What follows belongs to an exercise in optimizing a design on an open flow for small area and a short achievable clock period; a production flow would make more cautious choices.
The RTL was checked by simulation tests, not by an equivalence proof against the original design.
Power figures rest on the tool's default switching activity, not on a simulated workload.

`config.mk`:
```
export PLATFORM = sky130hd
export DESIGN_NAME = Top
export DESIGN_NICKNAME = Top
export VERILOG_FILES = /design/flow/design.v
export SDC_FILE = /design/flow/constraint.sdc
export NUM_CORES = 4
export LEC_CHECK = 0
export ABC_AREA = 1
export CAP_MARGIN = 20
export CORE_MARGIN = 2
export CORE_UTILIZATION = 40
export CTS_BUF_LIST = sky130_fd_sc_hd__clkbuf_16
export CTS_CLUSTER_DIAMETER = 100
export CTS_CLUSTER_SIZE = 25
export SLEW_MARGIN = 20
```
`constraint.sdc`:
```
create_clock -name core_clock -period 70.0 [get_ports {iClk}]
set_input_delay 14.0000 -clock core_clock [delete_from_list [all_inputs] [get_ports {iClk}]]
set_output_delay 14.0000 -clock core_clock [all_outputs]
set_load 0.01 [all_outputs]
```
`design.v`:
```
`timescale 1ns / 1ps
module gen_clk (
  input        iClk,
  input        iRst,
  output       oTick100Hz,
  output       oTick1us,
  output       oTick16x,
  output [1:0] oPhase,      
  output [1:0] oFndSel,     
  output       oBlink       
);
  reg [9:0] rCnt;       
  reg       rStarted;   
  reg [3:0] rCnt10;     
  wire wTick10 = rCnt10[3] & rCnt10[1];
  always @(posedge iClk or posedge iRst) begin
    if (iRst) begin
      rCnt     <= 10'd0;
      rStarted <= 1'b0;
      rCnt10   <= 4'd0;
    end else begin
      rCnt     <= rCnt + 1'b1;
      rStarted <= 1'b1;
      rCnt10   <= wTick10 ? 4'd1 : rCnt10 + 1'b1;
    end
  end
  assign oTick100Hz = wTick10;
  assign oTick1us   = rStarted & ~rCnt[0];
  assign oTick16x   = rStarted & (rCnt[1:0] == 2'd0);
  assign oPhase     = rCnt[1:0];
  assign oFndSel    = rStarted ? (rCnt[6:5] - {1'b0, (rCnt[4:0] == 5'd0)}) : 2'd0;
  assign oBlink     = rCnt[9];
endmodule
`timescale 1ns / 1ps
module baud_rate_gen (
  input  wire iClk,
  input  wire iRst,
  output wire oTick16x
);
  assign oTick16x = 1'b0;
endmodule
`timescale 1ns / 1ps
module uart_rx (
  input  wire       iClk,
  input  wire       iRst,
  input  wire       iTick16x,
  input  wire [1:0] iPhase,    
  input  wire       iRx,
  output wire [7:0] oData,
  output wire       oValid
);
  localparam [1:0] IDLE  = 2'b00;
  localparam [1:0] START = 2'b01;
  localparam [1:0] DATA  = 2'b10;
  localparam [1:0] STOP  = 2'b11;
  reg [1:0] rState;
  reg [7:0] rData;
  reg [6:0] rCnt;      
  reg       rPend;     
  reg       rRxSync1, rRxSync2;
  wire wRx = rRxSync2;
  always @(posedge iClk or posedge iRst) begin
    if (iRst) begin
      rRxSync1 <= 1'b1;
      rRxSync2 <= 1'b1;
    end else begin
      rRxSync1 <= iRx;
      rRxSync2 <= rRxSync1;
    end
  end
  always @(posedge iClk or posedge iRst) begin
    if (iRst) begin
      rState <= IDLE;
      rPend  <= 1'b0;
    end else begin
      if (iPhase == 2'd3) rPend <= 1'b0;
      case (rState)
        IDLE:  if (!wRx) rState <= START;
        START: if (iTick16x && (rCnt[2:0] == 3'd7)) rState <= wRx ? IDLE : DATA;
        DATA:  if (iTick16x && (rCnt == 7'd127)) rState <= STOP;
        STOP: begin
          if (iTick16x && (rCnt[3:0] == 4'd15)) begin
            rState <= IDLE;
            if (wRx) rPend <= 1'b1;
          end
        end
      endcase
    end
  end
  always @(posedge iClk) begin
    case (rState)
      IDLE: rCnt <= 7'd0;
      START: begin
        if (iTick16x) begin
          if (rCnt[2:0] == 3'd7) rCnt <= 7'd0;
          else                   rCnt <= rCnt + 1'b1;
        end
      end
      default: begin
        if (iTick16x) begin
          rCnt <= rCnt + 1'b1;
          if ((rState == DATA) && (rCnt[3:0] == 4'd15)) rData <= {wRx, rData[7:1]};
        end
      end
    endcase
  end
  assign oData  = rData;
  assign oValid = rPend & (iPhase == 2'd3);
endmodule
`timescale 1ns / 1ps
module uart_tx (
  input  wire       iClk,
  input  wire       iRst,
  input  wire       iTick16x,
  input  wire [7:0] iData,
  input  wire       iValid,
  output wire       oTx,
  output wire       oBusy
);
  localparam [1:0] IDLE  = 2'b00;
  localparam [1:0] START = 2'b01;
  localparam [1:0] DATA  = 2'b10;
  localparam [1:0] STOP  = 2'b11;
  reg [1:0] rState;
  reg [7:0] rShift;
  reg [6:0] rCnt;    
  reg       rTx;
  wire wBitEnd = iTick16x & (rCnt[3:0] == 4'd15);
  always @(posedge iClk or posedge iRst) begin
    if (iRst) begin
      rState <= IDLE;
      rTx    <= 1'b1;
    end else begin
      case (rState)
        IDLE: begin
          rTx <= 1'b1;
          if (iValid) rState <= START;
        end
        START: begin
          rTx <= 1'b0;
          if (wBitEnd) rState <= DATA;
        end
        DATA: begin
          rTx <= rShift[0];
          if (wBitEnd && (rCnt[6:4] == 3'd7)) rState <= STOP;
        end
        STOP: begin
          rTx <= 1'b1;
          if (wBitEnd) rState <= IDLE;
        end
      endcase
    end
  end
  always @(posedge iClk) begin
    if (iTick16x) rCnt <= rCnt + 1'b1;
    case (rState)
      IDLE: begin
        rCnt <= 7'd0;
        if (iValid) rShift <= iData;
      end
      START: if (wBitEnd) rCnt <= 7'd0;
      DATA:  if (wBitEnd) rShift <= {1'b0, rShift[7:1]};
      default: ;
    endcase
  end
  assign oTx   = rTx;
  assign oBusy = (rState != IDLE);
endmodule
`timescale 1ns / 1ps
module Fifo (
  input  wire       iClk,
  input  wire       iRst,
  input  wire       iPush,
  input  wire [7:0] iPushData,
  output wire       oFull,
  input  wire       iPop,
  output wire [7:0] oPopData,
  output wire       oEmpty
);
  reg [7:0] rMem [0:15];
  reg [4:0] rWrPtr;
  reg [4:0] rRdPtr;
  assign oEmpty   = (rWrPtr == rRdPtr);
  assign oFull    = (rWrPtr == {~rRdPtr[4], rRdPtr[3:0]});
  assign oPopData = rMem[rRdPtr[3:0]];
  wire wPush = iPush & ~oFull;
  wire wPop  = iPop & ~oEmpty;
  always @(posedge iClk) begin
    if (wPush) rMem[rWrPtr[3:0]] <= iPushData;
  end
  always @(posedge iClk or posedge iRst) begin
    if (iRst) begin
      rWrPtr <= 5'd0;
      rRdPtr <= 5'd0;
    end else begin
      if (wPush) rWrPtr <= rWrPtr + 1'b1;
      if (wPop)  rRdPtr <= rRdPtr + 1'b1;
    end
  end
endmodule
`timescale 1ns / 1ps
module button_sync #(
  parameter P_BUTTON_WIDTH = 5
) (
  input wire                       iClk,
  input wire                       iRst,
  input wire  [P_BUTTON_WIDTH-1:0] iButtonRaw,
  output wire [P_BUTTON_WIDTH-1:0] oButtonEdge
);
  reg [P_BUTTON_WIDTH-1:0] rSync1;
  reg [P_BUTTON_WIDTH-1:0] rSync2;
  reg [P_BUTTON_WIDTH-1:0] rPrev;
  always @(posedge iClk or posedge iRst) begin
    if (iRst) begin
      rSync1 <= {P_BUTTON_WIDTH{1'b0}};
      rSync2 <= {P_BUTTON_WIDTH{1'b0}};
      rPrev  <= {P_BUTTON_WIDTH{1'b0}};
    end else begin
      rSync1 <= iButtonRaw;
      rSync2 <= rSync1;
      rPrev  <= rSync2;
    end
  end
  assign oButtonEdge = rSync2 & ~rPrev;
endmodule
`timescale 1ns / 1ps
module uart_ascii_decoder (
  input  wire [7:0] iRxData,
  input  wire       iRxValid,
  output wire       oBtnC,
  output wire       oBtnU,
  output wire       oBtnD,
  output wire       oBtnL,
  output wire       oBtnR,
  output wire       oTglSw0,
  output wire       oTglSw1,
  output wire       oTglSw2,
  output wire       oTglSw3,
  output wire       oClrSwTgl,
  output wire       oReqWatchRpt,
  output wire       oReqSr04Rpt,
  output wire       oReqTempRpt,
  output wire       oReqHumRpt
);
  wire       wLetter = iRxValid & (iRxData[7:6] == 2'b01);
  wire [4:0] wL      = iRxData[4:0];
  wire       wDigit  = iRxValid & (iRxData[7:3] == 5'b00110);  
  wire [2:0] wD      = iRxData[2:0];
  assign oBtnC        = wLetter & (wL == 5'h03);   
  assign oBtnU        = wLetter & (wL == 5'h15);   
  assign oBtnD        = wLetter & (wL == 5'h04);   
  assign oBtnL        = wLetter & (wL == 5'h0C);   
  assign oBtnR        = wLetter & (wL == 5'h12);   
  assign oClrSwTgl    = wLetter & (wL == 5'h18);   
  assign oReqWatchRpt = wLetter & (wL == 5'h17);   
  assign oReqSr04Rpt  = wLetter & (wL == 5'h13);   
  assign oReqTempRpt  = wLetter & (wL == 5'h14);   
  assign oReqHumRpt   = wLetter & (wL == 5'h08);   
  assign oTglSw0 = wDigit & (wD[2:1] == 2'd0);     
  assign oTglSw1 = wDigit & (wD[2:1] == 2'd1);     
  assign oTglSw2 = wDigit & (wD[2:1] == 2'd2);     
  assign oTglSw3 = wDigit & (wD == 3'd6);          
endmodule
`timescale 1ns / 1ps
module control_unit (
  input  wire       iClk,
  input  wire       iRst,
  input  wire [3:0] iSw,           
  input  wire [4:0] iPhysBtn,      
  input  wire [4:0] iDecBtn,       
  input  wire [3:0] iDecTglSw,
  input  wire       iDecClrSwTgl,
  output wire [3:0] oSwTgl,        
  output wire [3:0] oSwEff,        
  output wire [4:0] oBtn           
);
  reg [3:0] rSwTgl;
  always @(posedge iClk or posedge iRst) begin
    if (iRst)              rSwTgl <= 4'b0000;
    else if (iDecClrSwTgl) rSwTgl <= 4'b0000;
    else                   rSwTgl <= rSwTgl ^ iDecTglSw;
  end
  assign oSwTgl = rSwTgl;
  assign oSwEff = iSw ^ rSwTgl;
  assign oBtn   = iPhysBtn | iDecBtn;
endmodule
`timescale 1ns / 1ps
module clock_core (
  input            iClk,
  input            iRst,
  input            iTick,
  input            iBtnRunStop,
  input            iBtnInc,
  input            iBtnDec,
  input            iBtnLeft,
  input            iBtnRight,
  output reg       oHourT,      
  output reg [3:0] oHourO,      
  output reg [2:0] oMinT,
  output reg [3:0] oMinO,
  output reg [2:0] oSecT,
  output reg [3:0] oSecO,
  output reg [3:0] oCentiT,
  output reg [3:0] oCentiO,
  output reg [1:0] oEditState   
);
  localparam RUN       = 2'd0;
  localparam EDIT_SEC  = 2'd1;
  localparam EDIT_MIN  = 2'd2;
  localparam EDIT_HOUR = 2'd3;
  wire wCentiMax = (oCentiT == 4'd9) & (oCentiO == 4'd9);
  wire wSecMax   = (oSecT == 3'd5) & (oSecO == 4'd9);
  wire wMinMax   = (oMinT == 3'd5) & (oMinO == 4'd9);
  wire wSecZero  = (oSecT == 3'd0) & (oSecO == 4'd0);
  wire wMinZero  = (oMinT == 3'd0) & (oMinO == 4'd0);
  wire wHour12   = oHourT & (oHourO == 4'd2);
  wire wHour1    = ~oHourT & (oHourO == 4'd1);
  always @(posedge iClk or posedge iRst) begin
    if (iRst) begin
      oCentiT    <= 4'd0;
      oCentiO    <= 4'd0;
      oSecT      <= 3'd0;
      oSecO      <= 4'd0;
      oMinT      <= 3'd0;
      oMinO      <= 4'd0;
      oHourT     <= 1'b1;    
      oHourO     <= 4'd2;
      oEditState <= RUN;
    end else begin
      if (iBtnRunStop) oEditState <= (oEditState == RUN) ? EDIT_SEC : RUN;
      if (oEditState == RUN) begin
        if (iTick) begin
          if (oCentiO == 4'd9) begin
            oCentiO <= 4'd0;
            oCentiT <= (oCentiT == 4'd9) ? 4'd0 : oCentiT + 1'b1;
          end else begin
            oCentiO <= oCentiO + 1'b1;
          end
          if (wCentiMax) begin
            if (oSecO == 4'd9) begin
              oSecO <= 4'd0;
              oSecT <= (oSecT == 3'd5) ? 3'd0 : oSecT + 1'b1;
            end else begin
              oSecO <= oSecO + 1'b1;
            end
            if (wSecMax) begin
              if (oMinO == 4'd9) begin
                oMinO <= 4'd0;
                oMinT <= (oMinT == 3'd5) ? 3'd0 : oMinT + 1'b1;
              end else begin
                oMinO <= oMinO + 1'b1;
              end
              if (wMinMax) begin
                if (wHour12)                begin oHourT <= 1'b0; oHourO <= 4'd1; end
                else if (oHourO == 4'd9)    begin oHourT <= 1'b1; oHourO <= 4'd0; end
                else                        oHourO <= oHourO + 1'b1;
              end
            end
          end
        end
      end else begin
        if (iBtnLeft) begin
          case (oEditState)
            EDIT_SEC:  oEditState <= EDIT_MIN;
            EDIT_MIN:  oEditState <= EDIT_HOUR;
            default:   oEditState <= EDIT_SEC;
          endcase
        end else if (iBtnRight) begin
          case (oEditState)
            EDIT_SEC:  oEditState <= EDIT_HOUR;
            EDIT_MIN:  oEditState <= EDIT_SEC;
            default:   oEditState <= EDIT_MIN;
          endcase
        end
        if (iBtnInc) begin
          case (oEditState)
            EDIT_SEC: begin
              oCentiT <= 4'd0;
              oCentiO <= 4'd0;
              if (oSecO == 4'd9) begin
                oSecO <= 4'd0;
                oSecT <= (oSecT == 3'd5) ? 3'd0 : oSecT + 1'b1;
              end else begin
                oSecO <= oSecO + 1'b1;
              end
            end
            EDIT_MIN: begin
              if (oMinO == 4'd9) begin
                oMinO <= 4'd0;
                oMinT <= (oMinT == 3'd5) ? 3'd0 : oMinT + 1'b1;
              end else begin
                oMinO <= oMinO + 1'b1;
              end
            end
            default: begin
              if (wHour12)             begin oHourT <= 1'b0; oHourO <= 4'd1; end
              else if (oHourO == 4'd9) begin oHourT <= 1'b1; oHourO <= 4'd0; end
              else                     oHourO <= oHourO + 1'b1;
            end
          endcase
        end else if (iBtnDec) begin
          case (oEditState)
            EDIT_SEC: begin
              oCentiT <= 4'd0;
              oCentiO <= 4'd0;
              if (wSecZero) begin
                oSecT <= 3'd5;
                oSecO <= 4'd9;
              end else if (oSecO == 4'd0) begin
                oSecT <= oSecT - 1'b1;
                oSecO <= 4'd9;
              end else begin
                oSecO <= oSecO - 1'b1;
              end
            end
            EDIT_MIN: begin
              if (wMinZero) begin
                oMinT <= 3'd5;
                oMinO <= 4'd9;
              end else if (oMinO == 4'd0) begin
                oMinT <= oMinT - 1'b1;
                oMinO <= 4'd9;
              end else begin
                oMinO <= oMinO - 1'b1;
              end
            end
            default: begin
              if (wHour1)              begin oHourT <= 1'b1; oHourO <= 4'd2; end
              else if (oHourO == 4'd0) begin oHourT <= 1'b0; oHourO <= 4'd9; end
              else                     oHourO <= oHourO - 1'b1;
            end
          endcase
        end
      end
    end
  end
endmodule
`timescale 1ns / 1ps
module stopwatch (
  input            iClk,
  input            iRst,
  input            iTick,
  input            iRunStop,
  input            iClear,
  input            iRecordNext,
  input            iRecordPrev,
  output reg [6:0] oHour,
  output reg [6:0] oMin,
  output reg [6:0] oSec,
  output reg [6:0] oCentisec
);
  localparam [1:0] IDLE  = 2'b00;
  localparam [1:0] RUN   = 2'b01;
  localparam [1:0] STOP  = 2'b10;
  localparam [1:0] CLEAR = 2'b11;
  reg [1:0] rState;
  reg [6:0] rHour;
  reg [5:0] rMin;
  reg [5:0] rSec;
  reg [6:0] rCentisec;
  reg [5:0] rCntRow;
  reg [5:0] rCntCol;
  reg [4:0] rRdRow;
  reg [5:0] rRdCol;
  reg       rViewing;
  wire wInClear  = (rState == CLEAR);
  wire wCntFull  = rCntRow[5];                     
  wire wCntZero  = rCntRow[0] & rCntCol[0];
  wire wRdZero   = rRdRow[0] & rRdCol[0];
  wire wLapWrite = (rState == RUN) & iRunStop & ~iClear & ~wCntFull;
  wire [5:0] wRdIncCol = {rRdCol[4:0], rRdCol[5]};
  wire [5:0] wRdIncRow = rRdCol[5] ? {rRdRow, 1'b0} : {1'b0, rRdRow};
  wire       wRdLast   = (|(wRdIncRow & rCntRow)) & (|(wRdIncCol & rCntCol));
  always @(posedge iClk or posedge iRst) begin
    if (iRst) rState <= IDLE;
    else if (wInClear) begin
      if (wCntFull) rState <= IDLE;
    end
    else if (iClear)   rState <= CLEAR;
    else if (iRunStop) rState <= (rState == RUN) ? STOP : RUN;
  end
  always @(posedge iClk or posedge iRst) begin
    if (iRst) begin
      rHour     <= 7'd0;
      rMin      <= 6'd0;
      rSec      <= 6'd0;
      rCentisec <= 7'd0;
    end else if (iTick) begin
      if (rState == RUN) begin
        if (rCentisec == 7'd99) begin
          rCentisec <= 7'd0;
          if (rSec == 6'd59) begin
            rSec <= 6'd0;
            if (rMin == 6'd59) begin
              rMin  <= 6'd0;
              rHour <= (rHour == 7'd99) ? 7'd0 : rHour + 1'b1;
            end else begin
              rMin <= rMin + 1'b1;
            end
          end else begin
            rSec <= rSec + 1'b1;
          end
        end else begin
          rCentisec <= rCentisec + 1'b1;
        end
      end else if (rState != STOP) begin
        rHour     <= 7'd0;
        rMin      <= 6'd0;
        rSec      <= 6'd0;
        rCentisec <= 7'd0;
      end
    end
  end
  always @(posedge iClk or posedge iRst) begin
    if (iRst) begin
      rCntRow <= 6'b000001;
      rCntCol <= 6'b000001;
    end else if ((wInClear && wCntFull) || (!wInClear && iClear)) begin
      rCntRow <= 6'b000001;
      rCntCol <= 6'b000001;
    end else if (wInClear || wLapWrite) begin
      rCntCol <= {rCntCol[4:0], rCntCol[5]};
      if (rCntCol[5]) rCntRow <= {rCntRow[4:0], 1'b0};
    end
  end
  always @(posedge iClk or posedge iRst) begin
    if (iRst)                               rViewing <= 1'b0;
    else if (wInClear || iClear)            rViewing <= 1'b0;
    else if ((rState == RUN) || iRunStop)   rViewing <= 1'b0;
    else if (rState == STOP) begin
      if (iRecordNext) begin
        if (!rViewing && !wCntZero) rViewing <= 1'b1;
      end else if (iRecordPrev && rViewing && wRdZero) begin
        rViewing <= 1'b0;
      end
    end
  end
  always @(posedge iClk) begin
    if ((rState == STOP) && !iClear && !iRunStop) begin
      if (iRecordNext) begin
        if (!rViewing) begin
          rRdRow <= 5'b00001;
          rRdCol <= 6'b000001;
        end else if (!wRdLast) begin
          rRdCol <= wRdIncCol;
          rRdRow <= wRdIncRow[4:0];
        end
      end else if (iRecordPrev && rViewing && !wRdZero) begin
        rRdCol <= {rRdCol[0], rRdCol[5:1]};
        if (rRdCol[0]) rRdRow <= {1'b0, rRdRow[4:1]};
      end
    end
  end
  wire [25:0] wMemRData;
  stopwatch_mem u_mem (
    .iClk  (iClk),
    .iWE   (wLapWrite),
    .iWRow (rCntRow[4:0]),
    .iWCol (rCntCol),
    .iWData({rHour, rMin, rSec, rCentisec}),
    .iRRow (rRdRow),
    .iRCol (rRdCol),
    .oRData(wMemRData)
  );
  always @(*) begin
    if (wInClear) begin
      oHour     = 7'd99;
      oMin      = 7'd99;
      oSec      = 7'd99;
      oCentisec = 7'd99;
    end else if (rViewing) begin
      oHour     = wMemRData[25:19];
      oMin      = {1'b0, wMemRData[18:13]};
      oSec      = {1'b0, wMemRData[12:7]};
      oCentisec = wMemRData[6:0];
    end else begin
      oHour     = rHour;
      oMin      = {1'b0, rMin};
      oSec      = {1'b0, rSec};
      oCentisec = rCentisec;
    end
  end
endmodule
`timescale 1ns / 1ps
module stopwatch_mem (
  input  wire        iClk,
  input  wire        iWE,
  input  wire [4:0]  iWRow,     
  input  wire [5:0]  iWCol,     
  input  wire [25:0] iWData,
  input  wire [4:0]  iRRow,     
  input  wire [5:0]  iRCol,     
  output reg  [25:0] oRData
);
  reg [25:0] rMem [0:29];
  integer i, a, b;
  always @(posedge iClk) begin
    for (i = 0; i < 30; i = i + 1)
      if (iWE && iWRow[i / 6] && iWCol[i % 6]) rMem[i] <= iWData;
  end
  reg [25:0] wRow;
  always @(*) begin
    oRData = 26'd0;
    for (a = 0; a < 5; a = a + 1) begin
      wRow = 26'd0;
      for (b = 0; b < 6; b = b + 1)
        wRow = wRow | (rMem[a * 6 + b] & {26{iRCol[b]}});
      oRData = oRData | (wRow & {26{iRRow[a]}});
    end
  end
endmodule
`timescale 1ns / 1ps
module watch_top (
  input        iClk,
  input        iRst,
  input        iTick100Hz,
  input        iSw0,        
  input        iBtnCEdge,
  input        iBtnREdge,
  input        iBtnLEdge,
  input        iBtnUEdge,
  input        iBtnDEdge,
  output       oClkHourT,
  output [3:0] oClkHourO,
  output [2:0] oClkMinT,
  output [3:0] oClkMinO,
  output [2:0] oClkSecT,
  output [3:0] oClkSecO,
  output [3:0] oClkCentiT,
  output [3:0] oClkCentiO,
  output [1:0] oEditState,
  output [6:0] oSwHour,
  output [6:0] oSwMin,
  output [6:0] oSwSec,
  output [6:0] oSwCenti
);
  clock_core u_clock_core (
    .iClk       (iClk),
    .iRst       (iRst),
    .iTick      (iTick100Hz),
    .iBtnRunStop(iSw0 & iBtnCEdge),
    .iBtnInc    (iSw0 & iBtnUEdge),
    .iBtnDec    (iSw0 & iBtnDEdge),
    .iBtnLeft   (iSw0 & iBtnLEdge),
    .iBtnRight  (iSw0 & iBtnREdge),
    .oHourT     (oClkHourT),
    .oHourO     (oClkHourO),
    .oMinT      (oClkMinT),
    .oMinO      (oClkMinO),
    .oSecT      (oClkSecT),
    .oSecO      (oClkSecO),
    .oCentiT    (oClkCentiT),
    .oCentiO    (oClkCentiO),
    .oEditState (oEditState)
  );
  stopwatch u_stopwatch (
    .iClk       (iClk),
    .iRst       (iRst),
    .iTick      (iTick100Hz),
    .iRunStop   (~iSw0 & iBtnCEdge),
    .iClear     (~iSw0 & iBtnUEdge),
    .iRecordNext(~iSw0 & iBtnREdge),
    .iRecordPrev(~iSw0 & iBtnLEdge),
    .oHour      (oSwHour),
    .oMin       (oSwMin),
    .oSec       (oSwSec),
    .oCentisec  (oSwCenti)
  );
endmodule
`timescale 1ns / 1ps
module sr04_controller (
  input  wire        iClk,
  input  wire        iRst,
  input  wire        iTickUs,
  input  wire        iEcho,
  input  wire        iStart,
  output reg         oTrig,
  output wire [10:0] oDistBcd,    
  output reg         oDistanceValid
);
  localparam [2:0] IDLE      = 3'd0;
  localparam [2:0] START     = 3'd1;
  localparam [2:0] WAIT_ECHO = 3'd2;
  localparam [2:0] MEASURE   = 3'd3;
  localparam [2:0] DONE      = 3'd4;
  reg [2:0] rState;
  reg [5:0] rCnt58;    
  reg [2:0] rDistH;
  reg [3:0] rDistT;
  reg [3:0] rDistO;
  reg       rEchoSync1, rEchoSync2;
  always @(posedge iClk or posedge iRst) begin
    if (iRst) begin
      rEchoSync1 <= 1'b0;
      rEchoSync2 <= 1'b0;
    end else begin
      rEchoSync1 <= iEcho;
      rEchoSync2 <= rEchoSync1;
    end
  end
  wire wTimeout = (rDistH == 3'd5) & (rDistT == 4'd1) & (rDistO == 4'd7) & (rCnt58 == 6'd14);
  wire wTrigEnd = (rCnt58 == 6'd11);
  wire wNonZero = (rCnt58 != 6'd0) | (rDistH != 3'd0) | (rDistT != 4'd0) | (rDistO != 4'd0);
  reg wCount;    
  reg wClear;    
  always @(*) begin
    wCount = 1'b0;
    wClear = 1'b0;
    case (rState)
      START:     begin wClear = wTrigEnd; wCount = iTickUs; end
      WAIT_ECHO: begin wClear = rEchoSync2; wCount = iTickUs & ~wTimeout; end
      MEASURE:   wCount = iTickUs & rEchoSync2 & ~wTimeout;
      default:   ;
    endcase
  end
  always @(posedge iClk or posedge iRst) begin
    if (iRst) begin
      rState         <= IDLE;
      oTrig          <= 1'b0;
      oDistanceValid <= 1'b0;
    end else begin
      oTrig <= 1'b0;
      case (rState)
        IDLE: begin
          if (iStart) begin
            rState         <= START;
            oDistanceValid <= 1'b0;
          end
        end
        START: begin
          if (wTrigEnd) rState <= WAIT_ECHO;
          else          oTrig  <= 1'b1;
        end
        WAIT_ECHO: begin
          if (rEchoSync2)    rState <= MEASURE;
          else if (wTimeout) rState <= IDLE;
        end
        MEASURE: begin
          if (!rEchoSync2)   rState <= DONE;
          else if (wTimeout) rState <= IDLE;
        end
        DONE: begin
          rState <= IDLE;
          if (wNonZero) oDistanceValid <= 1'b1;
        end
        default: rState <= IDLE;
      endcase
    end
  end
  always @(posedge iClk) begin
    if ((rState == IDLE) || wClear) begin
      rCnt58 <= 6'd0;
      if (wClear) begin
        rDistH <= 3'd0;
        rDistT <= 4'd0;
        rDistO <= 4'd0;
      end
    end else if (wCount) begin
      if ((rState != START) && (rCnt58 == 6'd57)) begin
        rCnt58 <= 6'd0;
        if (rDistO == 4'd9) begin
          rDistO <= 4'd0;
          if (rDistT == 4'd9) begin
            rDistT <= 4'd0;
            rDistH <= rDistH + 1'b1;
          end else begin
            rDistT <= rDistT + 1'b1;
          end
        end else begin
          rDistO <= rDistO + 1'b1;
        end
      end else begin
        rCnt58 <= rCnt58 + 1'b1;
      end
    end
  end
  assign oDistBcd = {rDistH, rDistT, rDistO};
endmodule
`timescale 1ns / 1ps
module dht11_controller #(
  parameter integer START_LOW_US          = 1000,
  parameter integer START_RELEASE_US      = 30,
  parameter integer RESP_TIMEOUT_US       = 200,
  parameter integer BIT_TIMEOUT_US        = 120,
  parameter integer BIT_LOW_US            = 50,
  parameter integer BIT_HIGH_THRESHOLD_US = 40
)(
  input  wire      iClk,
  input  wire      iRst,
  input  wire      iTickUs,
  input  wire      iStart,
  input  wire      iData,
  output wire      oDataLow,
  output reg [7:0] oHumInt,
  output reg [7:0] oTempInt,
  output reg       oDataValid
);
  localparam [2:0] IDLE       = 3'd0;
  localparam [2:0] START_LOW  = 3'd1;
  localparam [2:0] START_HIGH = 3'd2;
  localparam [2:0] WAIT_LOW   = 3'd3;
  localparam [2:0] WAIT_HIGH  = 3'd4;
  localparam [2:0] LOW_BIT    = 3'd5;
  localparam [2:0] HIGH_BIT   = 3'd6;
  localparam [2:0] DONE       = 3'd7;
  reg [2:0] rState;
  reg [2:0] rNxt;
  reg [9:0] rStepUsCnt;
  reg [5:0] rHighUsCnt;     
  reg [5:0] rBitIdx;
  reg [7:0] rShift;         
  reg [7:0] rRxHum;
  reg [7:0] rRxTemp;
  reg [7:0] rSum;           
  reg       rHighSeen;
  reg       rRespHighSeen;
  reg       rDataSync1, rDataSync2;
  wire wD        = rDataSync2;
  wire wBitValue = (rHighUsCnt == BIT_HIGH_THRESHOLD_US);
  wire wRespTo   = (rStepUsCnt >= RESP_TIMEOUT_US);
  assign oDataLow = (rState == START_LOW);
  always @(posedge iClk or posedge iRst) begin
    if (iRst) begin
      rDataSync1 <= 1'b1;
      rDataSync2 <= 1'b1;
    end else begin
      rDataSync1 <= iData;
      rDataSync2 <= rDataSync1;
    end
  end
  always @(*) begin
    rNxt = rState;
    case (rState)
      IDLE:       if (iStart) rNxt = START_LOW;
      START_LOW:  if (rStepUsCnt >= START_LOW_US) rNxt = START_HIGH;
      START_HIGH: if (rStepUsCnt >= START_RELEASE_US) rNxt = WAIT_LOW;
      WAIT_LOW: begin
        if (!wD)          rNxt = WAIT_HIGH;
        else if (wRespTo) rNxt = IDLE;
      end
      WAIT_HIGH: begin
        if (!rRespHighSeen) begin
          if (!wD && wRespTo) rNxt = IDLE;
        end else begin
          if (!wD)          rNxt = LOW_BIT;
          else if (wRespTo) rNxt = IDLE;
        end
      end
      LOW_BIT:    if (rStepUsCnt >= BIT_LOW_US) rNxt = HIGH_BIT;
      HIGH_BIT: begin
        if (rHighSeen && !wD)                 rNxt = (rBitIdx == 6'd39) ? DONE : LOW_BIT;
        else if (rStepUsCnt >= BIT_TIMEOUT_US) rNxt = IDLE;
      end
      default:    rNxt = IDLE;
    endcase
  end
  wire wStay    = (rNxt == rState);
  wire wCapture = (rState == HIGH_BIT) & rHighSeen & ~wD;    
  wire [7:0] wByte = {rShift[6:0], wBitValue};
  always @(posedge iClk or posedge iRst) begin
    if (iRst) begin
      rState     <= IDLE;
      oDataValid <= 1'b0;
    end else begin
      rState <= rNxt;
      if ((rState == DONE) && (rSum == rShift)) oDataValid <= 1'b1;
    end
  end
  always @(posedge iClk) begin
    if (!wStay)       rStepUsCnt <= 10'd0;
    else if (iTickUs) rStepUsCnt <= rStepUsCnt + 1'b1;
    if (rState == WAIT_LOW)  rRespHighSeen <= 1'b0;
    if ((rState == WAIT_HIGH) && wStay && wD) rRespHighSeen <= 1'b1;
    if (rState == WAIT_HIGH) rBitIdx <= 6'd0;
    if (rState == LOW_BIT) begin
      rHighUsCnt <= 6'd0;
      rHighSeen  <= 1'b0;
    end
    if ((rState == HIGH_BIT) && wStay && wD) begin
      rHighSeen <= 1'b1;
      if (iTickUs && !wBitValue) rHighUsCnt <= rHighUsCnt + 1'b1;
    end
    if (wCapture) begin
      rShift  <= wByte;
      rBitIdx <= rBitIdx + 1'b1;
      if (rBitIdx[2:0] == 3'd7) begin
        case (rBitIdx[5:3])
          3'd0: begin rRxHum <= wByte; rSum <= wByte; end
          3'd2: begin rRxTemp <= wByte; rSum <= rSum + wByte; end
          3'd4: ;                               
          default: rSum <= rSum + wByte;
        endcase
      end
    end
    if ((rState == DONE) && (rSum == rShift)) begin
      oHumInt  <= rRxHum;
      oTempInt <= rRxTemp;
    end
  end
endmodule
`timescale 1ns / 1ps
module uart_ascii_sender (
  input  wire       iClk,
  input  wire       iRst,
  input  wire       iTxFifoFull,
  output wire [7:0] oTxData,
  output wire       oTxPushValid,
  input  wire [7:0] iLoopData,
  input  wire       iLoopValid,
  input  wire       iReqWatchReport,
  input  wire       iReqSr04Report,
  input  wire       iReqTempReport,
  input  wire       iReqHumReport,
  input  wire       iWatchBcd,       
  input  wire [6:0] iWatchHour,
  input  wire [6:0] iWatchMin,
  input  wire [6:0] iWatchSec,
  input  wire [10:0] iSr04Bcd,       
  input  wire       iSr04Valid,
  input  wire [7:0] iDhtHumInt,
  input  wire [7:0] iDhtTempInt,
  input  wire       iDhtDataValid
);
  localparam [1:0] ST_IDLE   = 2'd0;
  localparam [1:0] ST_LOAD   = 2'd1;
  localparam [1:0] ST_ASSERT = 2'd2;
  localparam [2:0] SRC_LOOP  = 3'd0;
  localparam [2:0] SRC_WATCH = 3'd1;
  localparam [2:0] SRC_SR04  = 3'd2;
  localparam [2:0] SRC_TEMP  = 3'd3;
  localparam [2:0] SRC_HUM   = 3'd4;
  reg [1:0]  rState;
  reg [2:0]  rSrc;
  reg [4:0]  rIdx;
  reg        rPush;
  reg        rLoopPending, rWatchPending, rSr04Pending, rTempPending, rHumPending;
  reg [7:0]  rLoopBuf;
  reg [21:0] rSnap;
  reg [4:0] wLast;
  always @(*) begin
    case (rSrc)
      SRC_WATCH: wLast = 5'd17;
      SRC_SR04:  wLast = 5'd13;
      SRC_TEMP:  wLast = 5'd11;
      SRC_HUM:   wLast = 5'd10;
      default:   wLast = 5'd0;
    endcase
  end
  wire wMore = (rIdx != wLast);
  wire wAnyPending = rLoopPending | rWatchPending | rSr04Pending | rTempPending | rHumPending;
  always @(posedge iClk or posedge iRst) begin
    if (iRst) begin
      rState        <= ST_IDLE;
      rPush         <= 1'b0;
      rLoopPending  <= 1'b0;
      rWatchPending <= 1'b0;
      rSr04Pending  <= 1'b0;
      rTempPending  <= 1'b0;
      rHumPending   <= 1'b0;
    end else begin
      rPush <= 1'b0;
      if (iLoopValid)      rLoopPending  <= 1'b1;
      if (iReqWatchReport) rWatchPending <= 1'b1;
      if (iReqSr04Report)  rSr04Pending  <= 1'b1;
      if (iReqTempReport)  rTempPending  <= 1'b1;
      if (iReqHumReport)   rHumPending   <= 1'b1;
      case (rState)
        ST_IDLE: begin
          if (wAnyPending) rState <= ST_LOAD;
          if (rLoopPending)       rLoopPending  <= 1'b0;
          else if (rWatchPending) rWatchPending <= 1'b0;
          else if (rSr04Pending)  rSr04Pending  <= 1'b0;
          else if (rTempPending)  rTempPending  <= 1'b0;
          else if (rHumPending)   rHumPending   <= 1'b0;
        end
        ST_LOAD: rState <= ST_ASSERT;
        default: begin
          if (!iTxFifoFull) begin
            rPush  <= 1'b1;
            rState <= wMore ? ST_LOAD : ST_IDLE;
          end
        end
      endcase
    end
  end
  always @(posedge iClk) begin
    if (iLoopValid) rLoopBuf <= iLoopData;
    if (rPush && wMore) rIdx <= rIdx + 1'b1;
    if (rState == ST_IDLE) begin
      if (wAnyPending) rIdx <= 5'd0;
      if (rLoopPending) begin
        rSrc       <= SRC_LOOP;
        rSnap[7:0] <= iLoopValid ? iLoopData : rLoopBuf;
      end else if (rWatchPending) begin
        rSrc  <= SRC_WATCH;
        rSnap <= {iWatchBcd, iWatchHour, iWatchMin, iWatchSec};
      end else if (rSr04Pending) begin
        rSrc        <= SRC_SR04;
        rSnap[11:0] <= {iSr04Valid, iSr04Bcd};
      end else if (rTempPending) begin
        rSrc       <= SRC_TEMP;
        rSnap[8:0] <= {iDhtDataValid, iDhtTempInt};
      end else if (rHumPending) begin
        rSrc       <= SRC_HUM;
        rSnap[8:0] <= {iDhtDataValid, iDhtHumInt};
      end
    end
  end
  reg [6:0] wWatchField;
  always @(*) begin
    case (rIdx)
      5'd8, 5'd9:   wWatchField = rSnap[20:14];
      5'd11, 5'd12: wWatchField = rSnap[13:7];
      default:      wWatchField = rSnap[6:0];
    endcase
  end
  wire [7:0] wConvIn = (rSrc == SRC_WATCH) ? {1'b0, wWatchField} : rSnap[7:0];
  wire [3:0] wConvT  = (wConvIn / 8'd10) % 8'd10;
  wire [3:0] wConvO  = wConvIn % 8'd10;
  reg wTens;
  always @(*) begin
    case (rSrc)
      SRC_WATCH: wTens = (rIdx == 5'd8) | (rIdx == 5'd11) | (rIdx == 5'd14);
      SRC_TEMP:  wTens = (rIdx == 5'd7);
      default:   wTens = (rIdx == 5'd6);
    endcase
  end
  wire       wBcd   = (rSrc == SRC_WATCH) & rSnap[21];
  wire [3:0] wDigit = wBcd  ? (wTens ? {1'b0, wWatchField[6:4]} : wWatchField[3:0])
                            : (wTens ? wConvT : wConvO);
  wire [7:0] wAsc   = {4'h3, wDigit};
  reg [7:0] rChar;
  always @(*) begin
    rChar = " ";
    case (rSrc)
      SRC_LOOP: rChar = rSnap[7:0];
      SRC_WATCH: begin
        case (rIdx)
          5'd0:  rChar = 8'h0D;
          5'd1:  rChar = 8'h0A;
          5'd2:  rChar = "W";
          5'd3:  rChar = "A";
          5'd4:  rChar = "T";
          5'd5:  rChar = "C";
          5'd6:  rChar = "H";
          5'd7:  rChar = " ";
          5'd10: rChar = ":";
          5'd13: rChar = ":";
          5'd16: rChar = 8'h0D;
          5'd17: rChar = 8'h0A;
          5'd8, 5'd9, 5'd11, 5'd12, 5'd14, 5'd15: rChar = wAsc;
          default: rChar = " ";
        endcase
      end
      SRC_SR04: begin
        case (rIdx)
          5'd0:  rChar = 8'h0D;
          5'd1:  rChar = 8'h0A;
          5'd2:  rChar = "S";
          5'd3:  rChar = "R";
          5'd4:  rChar = "0";
          5'd5:  rChar = "4";
          5'd6:  rChar = " ";
          5'd7:  rChar = rSnap[11] ? {5'b00110, rSnap[10:8]} : "-";
          5'd8:  rChar = rSnap[11] ? {4'h3, rSnap[7:4]} : "-";
          5'd9:  rChar = rSnap[11] ? {4'h3, rSnap[3:0]} : "-";
          5'd10: rChar = "c";
          5'd11: rChar = "m";
          5'd12: rChar = 8'h0D;
          5'd13: rChar = 8'h0A;
          default: rChar = " ";
        endcase
      end
      SRC_TEMP: begin
        case (rIdx)
          5'd0:  rChar = 8'h0D;
          5'd1:  rChar = 8'h0A;
          5'd2:  rChar = "T";
          5'd3:  rChar = "E";
          5'd4:  rChar = "M";
          5'd5:  rChar = "P";
          5'd6:  rChar = " ";
          5'd7, 5'd8: rChar = rSnap[8] ? wAsc : "-";
          5'd9:  rChar = "C";
          5'd10: rChar = 8'h0D;
          5'd11: rChar = 8'h0A;
          default: rChar = " ";
        endcase
      end
      default: begin
        case (rIdx)
          5'd0:  rChar = 8'h0D;
          5'd1:  rChar = 8'h0A;
          5'd2:  rChar = "H";
          5'd3:  rChar = "U";
          5'd4:  rChar = "M";
          5'd5:  rChar = " ";
          5'd6, 5'd7: rChar = rSnap[8] ? wAsc : "-";
          5'd8:  rChar = "%";
          5'd9:  rChar = 8'h0D;
          5'd10: rChar = 8'h0A;
          default: rChar = " ";
        endcase
      end
    endcase
  end
  assign oTxData      = rChar;
  assign oTxPushValid = rPush;
endmodule
`timescale 1ns / 1ps
module fnd_controller (
  input  [1:0] iSel,
  input  [3:0] iSwEff,        
  input        iBlink,
  input  [1:0] iEditState,
  input        iClkHourT,
  input  [3:0] iClkHourO,
  input  [2:0] iClkMinT,
  input  [3:0] iClkMinO,
  input  [2:0] iClkSecT,
  input  [3:0] iClkSecO,
  input  [3:0] iClkCentiT,
  input  [3:0] iClkCentiO,
  input  [6:0] iSwHour,
  input  [6:0] iSwMin,
  input  [6:0] iSwSec,
  input  [6:0] iSwCenti,
  input        iSr04Valid,
  input [10:0] iSr04Bcd,
  input        iDhtValid,
  input  [6:0] iDhtTemp,
  input  [6:0] iDhtHum,
  output [7:0] oFndFont,
  output [3:0] oFndCom
);
  function [3:0] f_digit;    
    input [6:0] v;
    input       tens;
    begin
      f_digit = tens ? (v / 7'd10) : (v % 7'd10);
    end
  endfunction
  function [6:0] f_seg;      
    input [3:0] d;
    begin
      case (d)
        4'd0: f_seg = 7'h40;
        4'd1: f_seg = 7'h79;
        4'd2: f_seg = 7'h24;
        4'd3: f_seg = 7'h30;
        4'd4: f_seg = 7'h19;
        4'd5: f_seg = 7'h12;
        4'd6: f_seg = 7'h02;
        4'd7: f_seg = 7'h78;
        4'd8: f_seg = 7'h00;
        4'd9: f_seg = 7'h10;
        default: f_seg = 7'h7F;
      endcase
    end
  endfunction
  reg [3:0] wClkHm, wClkSc, wSr04;
  always @(*) begin
    case (iSel)
      2'd0: begin wClkHm = iClkMinO;            wClkSc = iClkCentiO;          wSr04 = iSr04Bcd[3:0]; end
      2'd1: begin wClkHm = {1'b0, iClkMinT};    wClkSc = iClkCentiT;          wSr04 = iSr04Bcd[7:4]; end
      2'd2: begin wClkHm = iClkHourO;           wClkSc = iClkSecO;            wSr04 = {1'b0, iSr04Bcd[10:8]}; end
      default: begin wClkHm = {3'b0, iClkHourT}; wClkSc = {1'b0, iClkSecT};   wSr04 = 4'd0; end
    endcase
  end
  wire [3:0] wSwHm = f_digit(iSel[1] ? iSwHour : iSwMin,   iSel[0]);
  wire [3:0] wSwSc = f_digit(iSel[1] ? iSwSec  : iSwCenti, iSel[0]);
  wire [3:0] wDht  = iDhtValid ? f_digit(iSel[1] ? iDhtTemp : iDhtHum, iSel[0]) : 4'd0;
  wire [3:0] wSr   = iSr04Valid ? wSr04 : 4'd0;
  wire [6:0] wSegClkHm = f_seg(wClkHm);
  wire [6:0] wSegClkSc = f_seg(wClkSc);
  wire [6:0] wSegSwHm  = f_seg(wSwHm);
  wire [6:0] wSegSwSc  = f_seg(wSwSc);
  wire [6:0] wSegDht   = f_seg(wDht);
  wire [6:0] wSegSr    = f_seg(wSr);
  wire [6:0] wSegClk   = iSwEff[1] ? wSegClkHm : wSegClkSc;
  wire [6:0] wSegSw    = iSwEff[1] ? wSegSwHm  : wSegSwSc;
  wire [6:0] wSegWatch = iSwEff[0] ? wSegClk   : wSegSw;
  wire [6:0] wSegSens  = iSwEff[3] ? wSegDht   : wSegSr;
  assign oFndFont = {(iSel != 2'd2), (iSwEff[2] ? wSegSens : wSegWatch)};
  wire wBlinkOn = ~iSwEff[2] & iSwEff[0] & iBlink;
  wire wHi = wBlinkOn & (((iEditState == 2'd1) & ~iSwEff[1]) | ((iEditState == 2'd3) & iSwEff[1]));
  wire wLo = wBlinkOn & (iEditState == 2'd2) & iSwEff[1];
  wire [3:0] wCom = ~(4'b0001 << iSel);
  assign oFndCom = wCom | {wHi, wHi, wLo, wLo};
endmodule
`timescale 1ns / 1ps
module Top (
  input        iClk,
  input        iRst,
  input        iRx,
  output       oTx,
  input        iSw0,
  input        iSw1,
  input        iSw2,
  input        iSw3,
  input        iBtnC,
  input        iBtnU,
  input        iBtnD,
  input        iBtnL,
  input        iBtnR,
  input        iSr04Echo,
  output       oSr04Trig,
  input        iDht11Data,
  output       oDht11DataLow,
  output [3:0] oFndCom,
  output [7:0] oFndFont
);
  wire       wTick100Hz, wTick1us, wTick16x, wBlink;
  wire [1:0] wPhase, wFndSel;
  gen_clk u_gen_clk (
    .iClk      (iClk),
    .iRst      (iRst),
    .oTick100Hz(wTick100Hz),
    .oTick1us  (wTick1us),
    .oTick16x  (wTick16x),
    .oPhase    (wPhase),
    .oFndSel   (wFndSel),
    .oBlink    (wBlink)
  );
  wire [7:0] wRxData;
  wire       wRxValid;
  uart_rx u_uart_rx (
    .iClk    (iClk),
    .iRst    (iRst),
    .iTick16x(wTick16x),
    .iPhase  (wPhase),
    .iRx     (iRx),
    .oData   (wRxData),
    .oValid  (wRxValid)
  );
  wire [4:0] wDecBtn;
  wire [3:0] wDecTgl;
  wire       wDecClr, wReqW, wReqS, wReqT, wReqH;
  uart_ascii_decoder u_dec (
    .iRxData     (wRxData),
    .iRxValid    (wRxValid),
    .oBtnC       (wDecBtn[4]),
    .oBtnU       (wDecBtn[3]),
    .oBtnD       (wDecBtn[2]),
    .oBtnL       (wDecBtn[1]),
    .oBtnR       (wDecBtn[0]),
    .oTglSw0     (wDecTgl[0]),
    .oTglSw1     (wDecTgl[1]),
    .oTglSw2     (wDecTgl[2]),
    .oTglSw3     (wDecTgl[3]),
    .oClrSwTgl   (wDecClr),
    .oReqWatchRpt(wReqW),
    .oReqSr04Rpt (wReqS),
    .oReqTempRpt (wReqT),
    .oReqHumRpt  (wReqH)
  );
  wire [4:0] wPhysBtn;
  button_sync #(.P_BUTTON_WIDTH(5)) u_button_sync (
    .iClk       (iClk),
    .iRst       (iRst),
    .iButtonRaw ({iBtnC, iBtnU, iBtnD, iBtnL, iBtnR}),
    .oButtonEdge(wPhysBtn)
  );
  wire [3:0] wSwTgl, wSwEff;
  wire [4:0] wBtn;    
  control_unit u_control_unit (
    .iClk        (iClk),
    .iRst        (iRst),
    .iSw         ({iSw3, iSw2, iSw1, iSw0}),
    .iPhysBtn    (wPhysBtn),
    .iDecBtn     (wDecBtn),
    .iDecTglSw   (wDecTgl),
    .iDecClrSwTgl(wDecClr),
    .oSwTgl      (wSwTgl),
    .oSwEff      (wSwEff),
    .oBtn        (wBtn)
  );
  wire wSr04Start  = wBtn[4] &  wSwEff[2] & ~wSwEff[3];
  wire wDht11Start = wBtn[4] &  wSwEff[2] &  wSwEff[3];
  wire       wClkHourT;
  wire [3:0] wClkHourO, wClkMinO, wClkSecO, wClkCentiT, wClkCentiO;
  wire [2:0] wClkMinT, wClkSecT;
  wire [1:0] wEditState;
  wire [6:0] wSwHour, wSwMin, wSwSec, wSwCenti;
  watch_top u_watch_top (
    .iClk      (iClk),
    .iRst      (iRst),
    .iTick100Hz(wTick100Hz),
    .iSw0      (wSwEff[0]),
    .iBtnCEdge (wBtn[4]),
    .iBtnUEdge (wBtn[3]),
    .iBtnDEdge (wBtn[2]),
    .iBtnLEdge (wBtn[1]),
    .iBtnREdge (wBtn[0]),
    .oClkHourT (wClkHourT),
    .oClkHourO (wClkHourO),
    .oClkMinT  (wClkMinT),
    .oClkMinO  (wClkMinO),
    .oClkSecT  (wClkSecT),
    .oClkSecO  (wClkSecO),
    .oClkCentiT(wClkCentiT),
    .oClkCentiO(wClkCentiO),
    .oEditState(wEditState),
    .oSwHour   (wSwHour),
    .oSwMin    (wSwMin),
    .oSwSec    (wSwSec),
    .oSwCenti  (wSwCenti)
  );
  wire [10:0] wSr04Bcd;
  wire        wSr04Valid;
  sr04_controller u_sr04_controller (
    .iClk          (iClk),
    .iRst          (iRst),
    .iTickUs       (wTick1us),
    .iEcho         (iSr04Echo),
    .iStart        (wSr04Start),
    .oTrig         (oSr04Trig),
    .oDistBcd      (wSr04Bcd),
    .oDistanceValid(wSr04Valid)
  );
  wire [7:0] wDhtHumInt, wDhtTempInt;
  wire       wDhtDataValid;
  dht11_controller #(.START_LOW_US(1000)) u_dht11_controller (
    .iClk      (iClk),
    .iRst      (iRst),
    .iTickUs   (wTick1us),
    .iStart    (wDht11Start),
    .iData     (iDht11Data),
    .oDataLow  (oDht11DataLow),
    .oHumInt   (wDhtHumInt),
    .oTempInt  (wDhtTempInt),
    .oDataValid(wDhtDataValid)
  );
  wire [7:0] wTxData, wTxFifoData;
  wire       wTxPush, wTxFifoFull, wTxFifoEmpty, wTxBusy;
  wire       wTxFifoPop = ~wTxFifoEmpty & ~wTxBusy;
  uart_ascii_sender u_sender (
    .iClk           (iClk),
    .iRst           (iRst),
    .iTxFifoFull    (wTxFifoFull),
    .oTxData        (wTxData),
    .oTxPushValid   (wTxPush),
    .iLoopData      (wRxData),
    .iLoopValid     (wRxValid),
    .iReqWatchReport(wReqW),
    .iReqSr04Report (wReqS),
    .iReqTempReport (wReqT),
    .iReqHumReport  (wReqH),
    .iWatchBcd      (wSwEff[0]),
    .iWatchHour     (wSwEff[0] ? {2'b00, wClkHourT, wClkHourO} : wSwHour),
    .iWatchMin      (wSwEff[0] ? {wClkMinT, wClkMinO} : wSwMin),
    .iWatchSec      (wSwEff[0] ? {wClkSecT, wClkSecO} : wSwSec),
    .iSr04Bcd       (wSr04Bcd),
    .iSr04Valid     (wSr04Valid),
    .iDhtHumInt     (wDhtHumInt),
    .iDhtTempInt    (wDhtTempInt),
    .iDhtDataValid  (wDhtDataValid)
  );
  Fifo u_uart_tx_fifo (
    .iClk     (iClk),
    .iRst     (iRst),
    .iPush    (wTxPush),
    .iPushData(wTxData),
    .oFull    (wTxFifoFull),
    .iPop     (wTxFifoPop),
    .oPopData (wTxFifoData),
    .oEmpty   (wTxFifoEmpty)
  );
  uart_tx u_uart_tx (
    .iClk    (iClk),
    .iRst    (iRst),
    .iTick16x(wTick16x),
    .iData   (wTxFifoData),
    .iValid  (wTxFifoPop),
    .oTx     (oTx),
    .oBusy   (wTxBusy)
  );
  fnd_controller u_fnd_controller (
    .iSel      (wFndSel),
    .iSwEff    (wSwEff),
    .iBlink    (wBlink),
    .iEditState(wEditState),
    .iClkHourT (wClkHourT),
    .iClkHourO (wClkHourO),
    .iClkMinT  (wClkMinT),
    .iClkMinO  (wClkMinO),
    .iClkSecT  (wClkSecT),
    .iClkSecO  (wClkSecO),
    .iClkCentiT(wClkCentiT),
    .iClkCentiO(wClkCentiO),
    .iSwHour   (wSwHour),
    .iSwMin    (wSwMin),
    .iSwSec    (wSwSec),
    .iSwCenti  (wSwCenti),
    .iSr04Valid(wSr04Valid),
    .iSr04Bcd  (wSr04Bcd),
    .iDhtValid (wDhtDataValid),
    .iDhtTemp  (wDhtTempInt[6:0]),
    .iDhtHum   (wDhtHumInt[6:0]),
    .oFndFont  (oFndFont),
    .oFndCom   (oFndCom)
  );
endmodule
```
`flow/run.sh`:
```
#!/bin/bash
set -euo pipefail
bash standard.sh SETUP_SLACK_MARGIN=41 finish > standard.log 2>&1
```
`standard.sh`:
```
#!/bin/bash
# synth_recipe.tcl (not shown) runs the flow's synth.tcl, then flattens the netlist and writes it again
# the make line also repeats each setting of config.mk as NAME=value (left out here)
make -C /OpenROAD-flow-scripts/flow DESIGN_CONFIG=/design/flow/config.mk WORK_HOME=/design/flow/orfs CLKGATE_MAP_FILE= SYNTH_SCRIPT=/design/flow/synth_recipe.tcl "${@:-finish}"
```
==> reports/results.ini, run 1 <==
[clock_tree]
tritoncts = built
cts_buffer_depth = 3
clk_latency_ps = 700
cts.sinks = 1219
root_buffer = clkbuf_16
cts_made_buffers = 56
htreeDepth = 2
path_clk_slew_ps = 100

[synthesis]
synth-edff-count = 1032
yosys_warnings = 14
synth.distinct_cells = 80
ys.flop_type = edfxtp_1
netlist_instances = 4846
synthArstFlopShare = 0.117
avgSynthCellArea_um2 = 11.2
ys_seq_area_frac = 0.654
synth_seq_cells = 1219
synth.net_count = 4972
netlist_area_um2 = 54200

[floorplan]
die_y_um = 372
fp.dieW_um = 372
fp.coreArea_um2 = 135000
io_pins = 29
rows = 135
die-area_um2 = 138000
start_util = 0.402

[route]
route.vias.total = 37208
avgRoutedWirePerCell_um = 22.1
vias_per_cell = 5.56
antenna_left = 0
drt_iter0_drc = 4277
drc = 0
dr.pass1.iters = 5
wl_um = 148000

[global_routing]
grt_overflow_total = 0
antenna_found_initial = 1
grt_pass1_wl_um = 221000
grt_pass1_vias = 35023
grt_max_degree = 103
grt.total_usage = 0.210

[critical_path]
cp.required_ps = 56000
worstPathCellList = buf_8, xnor2_4, buf_12, clkinvlp_4, a21oi_4, nand2_1, nand3_1, nand2_1, nand2_1, nand2_1, buf_2
crit_path_frequent_cell = nand2_1
critPathLaunchType = input pin
worstPathArrival_ps = 15310
crit_fanout = 6
crit_path_end_kind = output port
cp_slowest_cell = a21oi_4
critPathKind = in -> out
max_stage_delay_ps = 200
r2r_cells = 35

[power_and_ir_drop]
p_total_mw = 1.63
p_int_mw = 1.10
power_frac_comb = 0.229
vdd_ir_drop_max_mv = 0.0223
pwr-share-seq = 0.538
power_leakage_nw = 21.8
switching_power_uw = 531
p_sw_frac = 0.325
p_per_area_nw_per_um2 = 27.7
clkPwrFrac = 0.232

[timing]
rsz0062_at_grt = yes
setup_viol = 0
timing.fmax_ghz = 0.0341
finalCriticalPeriod_ps = 29310
finalCritPeriodShare = 0.419
fin_tns_setup_ps = 0
slew_violations = 0
hold_viol = 0
maxSlewHeadroom = 0.234
tightest_slew_ps = 1140
worst_slack_ps = 40690
fin_skew_ps = 46.9

[worst_hold_path]
hold_depth = 0
worstHoldPathType = reg -> reg

[placement]
place_ws_ps = 39180
numPortBuffers = 28
post_dp_cell_area_um2 = 57000
place_congestion = 0.902
dpl.hpwl_um = 90600

[layout]
num-nets-final = 4994
syn2layout_area_growth_pct = 8.73
design_area_um2 = 58900
drive_gt1_frac = 0.0702

[run]
max_cap_violations = 0

[status]
status = timing/DRC/antenna clean

[synth_stat cells (13+ instances only)]
cell type | instances | area, µm²
a21oi_1 | 194 | 971
a221oi_1 | 83 | 727
a22o_1 | 90 | 788
a31oi_1 | 58 | 363
buf_1 | 18 | 67.6
buf_2 | 55 | 275
clkbuf_1 | 75 | 282
dfrtp_1 | 134 | 3350
dfxtp_1 | 44 | 881
edfxtp_1 | 1032 | 31000
ha_1 | 111 | 1390
inv_1 | 411 | 1540
inv_2 | 19 | 71.3
nand2_1 | 967 | 3630
nand2_2 | 19 | 119
nand3_1 | 235 | 1180
nand3b_1 | 15 | 113
nand4_1 | 89 | 557
nor2_1 | 404 | 1520
nor3_1 | 80 | 400
nor3b_1 | 13 | 97.6
o211ai_1 | 26 | 195
o21a_1 | 13 | 97.6
o21ai_0 | 307 | 1540
o21ai_1 | 23 | 115
o221ai_1 | 35 | 307
o22ai_1 | 34 | 213
or2_2 | 13 | 81.3
xnor2_1 | 19 | 166
xor2_1 | 48 | 420
[routing by layer]
metal,vias up,global-route usage,share of wire
met5,-,0,0
met4,0,0.0620,0.031
met3,193,0.0233,0.073
met2,1394,0.336,0.46
met1,18303,0.302,0.44
li1,17318,-,-
[sequential cells by signal (all words and copies together) (netlist names), 7 cells and up, named ones only]
name                                flops
u_watch_top.u_stopwatch.rHour           7
u_watch_top.u_stopwatch.u_mem.rMem    780
u_dht11_controller.oTempInt             8
u_uart_tx.rShift                        8
u_sender.rSnap                         22
u_dht11_controller.oHumInt              8
u_uart_tx.rCnt                          7
u_uart_tx_fifo.rMem                   128
u_sender.rLoopBuf                       8
u_dht11_controller.rShift               8
u_uart_rx.rCnt                          7
u_watch_top.u_stopwatch.rCentisec       7
u_dht11_controller.rSum                 8
u_dht11_controller.rRxHum               8
u_gen_clk.rCnt                         10
u_dht11_controller.rRxTemp              8
u_uart_rx.rData                         8
u_dht11_controller.rStepUsCnt          10
[power groups by stage]
stage,clock network (mW),logic [mW],registers (mW)
6_report,0.380,0.374,0.879
5_1_grt,0.411,0.421,0.886
4_1_cts,0.389,0.369,0.879
3_5_place_dp,0,0.366,0.895
3_3_place_gp,0,0.362,0.894
2_1_floorplan,0,0.261,0.882
[cell type report]
cell class / instances / area (µm²)
antenna: 1 / 2.50
clock buffer: 56 / 1400
clock inverter: 50 / 283
fill: 12419 / 76000
inverter: 437 / 1660
multi-input combinational: 3029 / 16700
sequential: 1219 / 35500
tap: 1781 / 2230
timing repair buffer: 124 / 1140
timing repair inverter: 1 / 5.00
[stage by stage]
step                 util  hold slack [ps]  instances
floorplan               -              331       4846
global placement    0.421              335       6572
detailed placement  0.422              338       6576
CTS                 0.436              310       6695
global route        0.437              329       6697
finish              0.437              324       6698
[final timing paths]
check                                                       start                                        endpoint  slack [ps]
max in group asynchronous                                    iRst          u_dht11_controller.rState[2]$_DFF_PP0_       54650
worst max-delay path                                         iSw1                                     oFndFont[6]       40690
worst min register to register  u_button_sync.rSync1[3]$_DFF_PP0_               u_button_sync.rSync2[3]$_DFF_PP0_         320
min in group asynchronous                                    iRst  u_watch_top.u_stopwatch.rCntCol[4]$_DFFE_PP0P_       13860
worst min-delay path            u_button_sync.rSync1[3]$_DFF_PP0_               u_button_sync.rSync2[3]$_DFF_PP0_         320
worst max register to register           u_sender.rIdx[1]$_DFF_P_             u_uart_tx_fifo.rMem[6][1]$_DFFE_PP_       64310
[cells in the final DEF (no fill, tap or decap), drive strengths merged, types with 6 or more instances in the layout]
cell type,instances
edfxtp,1032
nand2,997
inv,475
nor2,412
o21ai,335
nand3,242
a21oi,200
dfrtp,134
ha,111
buf,110
a22o,90
nand4,90
a221oi,83
nor3,80
a31oi,58
clkbuf,56
xor2,48
dfxtp,44
o221ai,35
o22ai,34
o211ai,26
xnor2,19
or2,16
nand3b,15
nor3b,13
o21a,13
clkdlybuf4s50,13
nor4,12
a22oi,12
clkinv,10
dfstp,9
a31o,8
a21o,8
o2111ai,8
o31ai,7
o21bai,7
a211oi,6
a41oi,6
[logic make-up (layout without fill, tap and decap cells)]
| logic type | Yosys count | count (layout) | synth area share |
|---|---|---|---|
| AND/OR/NAND/NOR | 1880 | 1882 | 0.149 |
| flip-flops | 1219 | 1219 | 0.654 |
| AO/OA/AOI/OAI | 962 | 962 | 0.114 |
| buffers and inverters | 600 | 668 | 0.0446 |
| adder cells (fa/ha/maj) | 112 | 112 | 0.0260 |
| XOR/XNOR | 67 | 67 | 0.0108 |
| multiplexers | 5 | 5 | 0.000924 |
| other | 1 | 2 | 0.0000692 |
[worst max-delay path, delay by kind of cell]
family | cells | cell delay, ps
xor gates and xnor gates | 1 | 170
AOI/OAI and AO/OA | 1 | 200
buffers and inverters | 4 | 550
and+or+nand+nor | 5 | 360
[what timing repair did]
item	in CTS	in global routing
hold buffers	0	0
pin swaps	16	16
setup buffers	10	1
resized for setup	86	16
endpoints found under the setup margin	11	11
cloned	3	0
==> run 2, diff against run 1 <==
==> flow/run.sh (replaced) <==
#!/bin/bash
# Layout flow:
#  1. the standard synthesis (standard.sh synth), unchanged.
#  2. Area re-mapping of the combinational logic only: the synthesized
#     netlist's flip-flops are kept as they are (same instances, names and
#     cell types); all other cells are flattened to their logic functions and
#     mapped again with ABC (flow/abc_resynth.script), avoiding the
#     platform's don't-use cells; then tie cells and pass-through buffers as
#     in ORFS synthesis.
set -euo pipefail
WD=$(pwd)
RES=$WD/orfs/results/$FLOW_PLATFORM/Top/base
LIB=$FLOW_HOME/platforms/$FLOW_PLATFORM/lib/sky130_fd_sc_hd__tt_025C_1v80.lib

bash standard.sh synth > standard_synth.log 2>&1

cp $RES/1_2_yosys.v $WD/standard_synth_netlist.v
DONT_USE=$(sed -n '/^export DONT_USE_CELLS += \\/,/^#/p' $FLOW_HOME/platforms/$FLOW_PLATFORM/config.mk \
  | grep -o 'sky130_fd_sc_hd__[a-z0-9_]*' | sed 's/^/-dont_use /' | tr '\n' ' ')
cat > $WD/resynth.ys <<EOT
read_liberty -ignore_miss_func $LIB
blackbox sky130_fd_sc_hd__df* sky130_fd_sc_hd__edf* sky130_fd_sc_hd__sdf* sky130_fd_sc_hd__sedf* sky130_fd_sc_hd__dl* sky130_fd_sc_hd__sdl*
read_verilog $WD/standard_synth_netlist.v
hierarchy -top $FLOW_TOP
flatten
opt_clean
abc -liberty $LIB -script $WD/flow/abc_resynth.script $DONT_USE
opt_clean -purge
setundef -zero
hilomap -singleton -hicell sky130_fd_sc_hd__conb_1 HI -locell sky130_fd_sc_hd__conb_1 LO
splitnets
opt_clean -purge
insbuf -buf sky130_fd_sc_hd__buf_4 A X
stat -liberty $LIB
write_verilog -noattr -noexpr -nohex -nodec $WD/resynth_netlist.v
EOT
yosys -l $WD/resynth.log -q $WD/resynth.ys > /dev/null 2>&1
cp $WD/resynth_netlist.v $RES/1_2_yosys.v
touch $RES/1_2_yosys.v

bash standard.sh SETUP_SLACK_MARGIN=41 finish > standard.log 2>&1
==> flow/abc_resynth.script (new file) <==
strash
&get -n
&fraig -x
&put
scorr
dc2
strash
&get -n
&dch -f
&nf
&put
strash
&get -n
&dch -f
&nf
&put
--- a/config.mk
+++ b/config.mk
@@ -8,3 +8,3 @@
 export ABC_AREA = 1
-export CAP_MARGIN = 20
+export CAP_MARGIN = 0
 export CORE_MARGIN = 2
@@ -14,2 +14,2 @@
 export CTS_CLUSTER_SIZE = 25
-export SLEW_MARGIN = 20
+export SLEW_MARGIN = 0
==> reports/results.ini, run 2 <==
[timing]
finalCritPeriodShare = 0.419  ; about the same
finalCriticalPeriod_ps = 29360  ; was 29,310 ps
holdWs_ps = 360  ; was 324 ps
tightest_slew_ps = 1270  ; was 1140 ps
fin_skew_ps = 51.6  ; was 46.9 ps
rsz0062_at_grt = yes  ; unchanged
timing.fmax_ghz = 0.0341  ; about the same
slew_violations = 0  ; unchanged
maxSlewHeadroom = 0.150  ; was 0.234
worst_slack_ps = 40640  ; was 40,690 ps
hold_viol = 0  ; unchanged
setup_viol = 0  ; unchanged
fin_tns_setup_ps = 0  ; unchanged

[synthesis]
yosys_warnings = 14  ; unchanged
netlist_area_um2 = 49700  ; was 54,200 µm²
synth.net_count = 3557  ; was 4,972
netlist_instances = 3543  ; was 4,846
avgSynthCellArea_um2 = 14.0  ; was 11.2 µm²

[critical_path]
crit_fanout = 5  ; was 6
regToRegSetupSlack_ps = 62960  ; was 64,310 ps
crit_path_end_kind = output port  ; unchanged
critPathLaunchType = input pin  ; unchanged
r2r_cells = 18  ; was 35
worstPathArrival_ps = 15360  ; was 15,310 ps
reg2reg_to = u_uart_tx_fifo.rMem[2][2]$_DFFE_PP_  ; was u_uart_tx_fifo.rMem[6][1]$_DFFE_PP_
critPathKind = in -> out  ; unchanged
rr_startpoint = u_sender.rIdx[2]$_DFF_P_  ; was u_sender.rIdx[1]$_DFF_P_
cp.required_ps = 56000  ; about the same

[clock_tree]
hold_buffers = 0  ; unchanged
root_buffer = clkbuf_16  ; unchanged
tritoncts = built  ; unchanged
path_clk_slew_ps = 90  ; was 100 ps
cts_made_buffers = 55  ; was 56
clk_latency_ps = 690  ; was 700 ps
cts_buffer_depth = 3  ; unchanged
htreeDepth = 2  ; unchanged
cts.sinks = 1219  ; unchanged

[placement]
post_dp_cell_area_um2 = 52700  ; was 57,000 µm²
dpl.hpwl_um = 79600  ; was 90,600 µm
place_ws_ps = 38860  ; was 39,180 ps
dp.cells = 5275  ; was 6,576
numPortBuffers = 28  ; unchanged
place_congestion = 0.869  ; was 0.902

[power_and_ir_drop]
power_leakage_nw = 17.6  ; was 21.8 nW
vdd_ir_drop_max_mv = 0.0243  ; was 0.0223 mV
p_total_mw = 1.61  ; was 1.63 mW
p_per_area_nw_per_um2 = 29.3  ; was 27.7 nW/µm²

[layout]
num-nets-final = 3735  ; was 4,994
n_fill_cell = 11116  ; was 12,419
largest_reg_flops = 780  ; unchanged
fin_cells = 5405  ; was 6,698
drive_gt1_frac = 0.0738  ; was 0.0702
multi_input_area_um2 = 14400  ; was 16,700 µm²
syn2layout_area_growth_pct = 10.4  ; was 8.73%
largestRegisters = u_watch_top.u_stopwatch.u_mem.rMem: 780 flops, u_uart_tx_fifo.rMem: 128 flops, u_sender.rSnap: 22 flops  ; unchanged
post-route-util = 0.445  ; was 0.437
layout_common_cells = edfxtp_1, nand2_1, nor2_1  ; was edfxtp_1, nand2_1, inv_1
final_common_cell = edfxtp_1  ; unchanged
top_register = u_watch_top.u_stopwatch.u_mem.rMem  ; unchanged
register_area_um2 = 35500  ; about the same
design_area_um2 = 54900  ; was 58,900 µm²

[global_routing]
antenna_found_initial = 2  ; was 1
grt_max_degree = 94  ; was 103
grt_overflow_total = 0  ; unchanged
grt.total_usage = 0.214  ; was 0.210
grt_pass1_vias = 31340  ; was 35,023
grt_pass1_wl_um = 206000  ; was 221,000 µm

[status]
status = timing/DRC/antenna clean  ; unchanged

[worst_hold_path]
min_from = u_button_sync.rSync1[3]$_DFF_PP0_  ; unchanged
worstHoldPathType = reg -> reg  ; unchanged
hold_depth = 0  ; unchanged
hold_end = u_button_sync.rSync2[3]$_DFF_PP0_  ; unchanged

[route]
drc = 0  ; unchanged
antenna_left = 0  ; unchanged
route.vias.total = 32818  ; was 37,208
dr.pass1.iters = 8  ; was 5
wl_um = 138000  ; was 148,000 µm
avgRoutedWirePerCell_um = 25.6  ; was 22.1 µm
drt_iter0_drc = 4566  ; was 4,277
vias_per_cell = 6.07  ; was 5.56

[floorplan]
fp.coreArea_um2 = 123000  ; was 135,000 µm²
start_util = 0.403  ; was 0.402
rows = 129  ; was 135
die_y_um = 357  ; was 372 µm
io_pins = 29  ; unchanged
fp.dieW_um = 357  ; was 372 µm
die-area_um2 = 127000  ; was 138,000 µm²

[run]
max_cap_violations = 0  ; unchanged

run 2: layout make-up:
class | count | area share
clock buffer | 55 | 0.0251
multi-input combinational | 2267 | 0.262
sequential | 1219 | 0.646
inverter | 57 | 0.00447
tap | 1637 | 0.0373
clock inverter | 48 | 0.00458
timing repair inverter | 1 | 0.000296
timing repair buffer | 120 | 0.0202
antenna | 1 | 0.0000456
run 2: how the worst max path moves through the flow:
stage / slack [ps] / cells past startpoint / start / endpoint
final: 40640 / 7 / iSw1 / oFndFont[2]
after global routing: 40620 / 7 / iSw1 / oFndFont[2]
after CTS: 40650 / 7 / iSw1 / oFndFont[2]
after detailed placement: 38860 / 8 / iSw0 / oFndFont[4]
after global placement: 38900 / 8 / iSw0 / oFndFont[4]
after floorplan: 40500 / 8 / iSw0 / oFndFont[3]
run 2: metal layers:
metal / vias up / GRT usage / wire length, µm
li1: 14696 / - / -
met1: 16556 / 0.316 / 60300
met2: 1383 / 0.340 / 64100
met3: 183 / 0.0261 / 10700
met4: 0 / 0.0475 / 3180
met5: - / 0 / 0
run 2: what timing repair did:
action / 4_1_cts / 5_1_grt
setup endpoints to repair: 11 / 11
resized for setup: 103 / 25
hold endpoints to repair: 0 / 0
gates cloned: 3 / 0
buffers inserted: 17 / 6
pin swaps: 15 / 14
run 2: critical path, stage by stage:
cell and delay, ps:
buf_12 110, xnor2_4 160, o21a_1 200, o31a_1 130, o31a_1 340, o22ai_4 250
buf_6 160
run 2: where the power goes:
group | total, mW | switching (mW) | internal [mW] | leakage, nW
Clock | 0.372 | 0.225 | 0.147 | 0.950
Combinational | 0.326 | 0.209 | 0.117 | 5.81
Sequential | 0.909 | 0.0528 | 0.856 | 10.8
Total | 1.61 | 0.487 | 1.12 | 17.6

==> afterwards: timing with drivers on the ports <==
Ports are ideal in the flow. The routed layouts listed here were re-timed in OpenROAD.
Step 1: set_driving_cell puts a clkbuf_16 on iClk and a buf_2 on each other input, an assumption about the parent block.
Step 2 also shifts input and output timing later by t, the mid clock arrival at the registers, as if the neighbouring blocks saw the same clock.
Slacks: no drivers / after step 1 / after step 2; pairs: no drivers / after step 1.
run | shift t [ns] | setup WS [ns]
run 1 | 0.744 | 40.694 / 40.651 / 40.651
run 2 | 0.735 | 40.641 / 40.593 / 40.593
After both steps every run listed still meets setup and hold.
